This is an optimization exercise on Yosys and OpenROAD, whose aim is small area and a short achievable clock period, not a production implementation. Only simulation tests tie the RTL to the original design; equivalence was not proved.

==> flow/design.v (excerpt) <==
module sig_altmult_add
(
	input signed [15:0] dataa, datab, datac, datad,
	input 		clock, aclr,
	output reg 	[32:0] result
);
  reg [15:0] a_r, c_r;
  reg [7:0] m0_one_r, m0_two_r, m0_neg_r, m1_one_r, m1_two_r, m1_neg_r;
  reg [91:0] t_r;
  reg [32:0] s_r;
  reg v1, v2;
  wire [7:0] one0, two0, neg0;
  wire [7:0] one1, two1, neg1;
  wire m0_pp0_0;
  wire m0_pp0_1;
  wire m0_pp0_2;
  wire m0_pp0_3;
  wire m0_pp0_4;
  wire m0_pp0_5;
  wire m0_pp0_6;
  wire m0_pp0_7;
  wire m0_pp0_8;
  wire m0_pp0_9;
  wire m0_pp0_10;
  wire m0_pp0_11;
  wire m0_pp0_12;
  wire m0_pp0_13;
  wire m0_pp0_14;
  wire m0_pp0_15;
  wire m0_pp0_16;
  wire m0_pp1_0;
  wire m0_pp1_1;
  wire m0_pp1_2;
  wire m0_pp1_3;
  wire m0_pp1_4;
  wire m0_pp1_5;
  wire m0_pp1_6;
  wire m0_pp1_7;
  wire m0_pp1_8;
  wire m0_pp1_9;
  wire m0_pp1_10;
  wire m0_pp1_11;
  wire m0_pp1_12;
  wire m0_pp1_13;
  wire m0_pp1_14;
  wire m0_pp1_15;
  wire m0_pp1_16;
  wire m0_pp2_0;
  wire m0_pp2_1;
  wire m0_pp2_2;
  wire m0_pp2_3;
  wire m0_pp2_4;
  wire m0_pp2_5;
  wire m0_pp2_6;
  wire m0_pp2_7;
  wire m0_pp2_8;
  wire m0_pp2_9;
  wire m0_pp2_10;
  wire m0_pp2_11;
  wire m0_pp2_12;
  wire m0_pp2_13;
  wire m0_pp2_14;
  wire m0_pp2_15;
  wire m0_pp2_16;
  ...
Settings: LEC_CHECK=0, CAP_MARGIN=20, CORE_MARGIN=2, CORE_UTILIZATION=40, CTS_BUF_LIST=sky130_fd_sc_hd__clkbuf_16, CTS_CLUSTER_DIAMETER=100, CTS_CLUSTER_SIZE=28, SETUP_SLACK_MARGIN=4.0, SLEW_MARGIN=20; clock period 7.0 ns.
standard.sh (not shown) runs the stock make flow with config.mk's settings and CLKGATE_MAP_FILE= SYNTH_SCRIPT=/design/flow/synth_recipe.tcl, a recipe that flattens the netlist after the stock synthesis.
==> flow/flow/run.sh <==
#!/bin/bash
set -uo pipefail
here=$(pwd)
bash standard.sh "SYNTH_ARGS=-noabc" \
  "BUFFER_PORTS_ARGS=-buffer_cell sky130_fd_sc_hd__buf_1" \
  "POST_FLOORPLAN_TCL=$here/flow/upsize.tcl" finish > run_make.log 2>&1
status=$?
tail -20 run_make.log
exit $status
==> flow/flow/upsize.tcl <==
foreach inst [get_cells -quiet {a_r* c_r* m0_* m1_*}] {
  if {[get_property [get_lib_cells -of_objects $inst] name] == "sky130_fd_sc_hd__dfxtp_1"} {
    replace_cell $inst sky130_fd_sc_hd__dfxtp_4
  }
}
==> next run, changes <==
--- a/flow/config.mk
+++ b/flow/config.mk
@@ -13,3 +13,3 @@
 export CTS_CLUSTER_SIZE = 28
-export SETUP_SLACK_MARGIN = 4.0
+export SETUP_SLACK_MARGIN = 4.1
 export SLEW_MARGIN = 20
Result:
- final cell count went up by 2.7%
- synthesized area stays the same
- clock skew went down by 5.9 ps
- sequential share of layout area went down by 0.73 points
- global-route usage went up by 0.37 points
- hold slack gets better by 4.7 ps
- via count went up by 4.1%
- cell area went up by 3.0%
- flip-flop and latch count does not change
==> next run, changes <==
--- a/flow/config.mk
+++ b/flow/config.mk
@@ -11,5 +11,5 @@
 export CTS_BUF_LIST = sky130_fd_sc_hd__clkbuf_16
-export CTS_CLUSTER_DIAMETER = 100
-export CTS_CLUSTER_SIZE = 28
-export SETUP_SLACK_MARGIN = 4.1
+export CTS_CLUSTER_DIAMETER = 120
+export CTS_CLUSTER_SIZE = 33
+export SETUP_SLACK_MARGIN = 3.95
 export SLEW_MARGIN = 20
The new run finished with timing, DRC and antenna clean. Final area falls by 4.8%. Non-clock buffer count falls by 79. Via count falls by about 4.4%. Register-to-register slack barely changes. Clock-buffer cell count falls by 2. Hold slack improves by 4.8 ps.
==> next run, changes <==
--- a/flow/config.mk
+++ b/flow/config.mk
@@ -11,4 +11,5 @@
 export CTS_BUF_LIST = sky130_fd_sc_hd__clkbuf_16
-export CTS_CLUSTER_DIAMETER = 120
-export CTS_CLUSTER_SIZE = 33
+export CTS_CLUSTER_DIAMETER = 100
+export CTS_CLUSTER_SIZE = 28
+export PLACE_DENSITY = 0.8
 export SETUP_SLACK_MARGIN = 3.95
Worst setup slack gets worse by 24 ps.
Clock skew shrinks by 9.0 ps.
Global-route usage is lower by 0.17 points.
Routed wire length came out lower by 0.51%.
Core utilization goes up by 0.49 points.
Flip-flop and latch count is unchanged.

-- static timing again, ports no longer ideal --
How much do the figures lean on ideal ports? The routed layouts below were timed once more, with nothing changed but the port constraints.
Step 1: set_driving_cell puts a clkbuf_16 on clock and a buf_2 on each other input, an assumption about the parent block.
Step 2 moves the port delays by t, midway between the first and last clock arrival at a register: inputs arrive t later, outputs are due t later. That takes back most of the time a late clock gives input paths.
a / b / c = no drivers / after step 1 / after step 2; a / b = the first two.
run	shift t [ns]	setup WS [ns]	slew at the worst register clock pin (ns)
the first run	0.544	4.053 / 4.053 / 4.053	0.10 / 0.10
the second run	0.545	4.041 / 4.041 / 4.041	0.11 / 0.11
the third run	0.536	4.026 / 4.026 / 4.026	0.12 / 0.12
the fourth run	0.544	4.003 / 4.003 / 4.003	0.11 / 0.11
After both steps setup and hold are still met in every run listed.
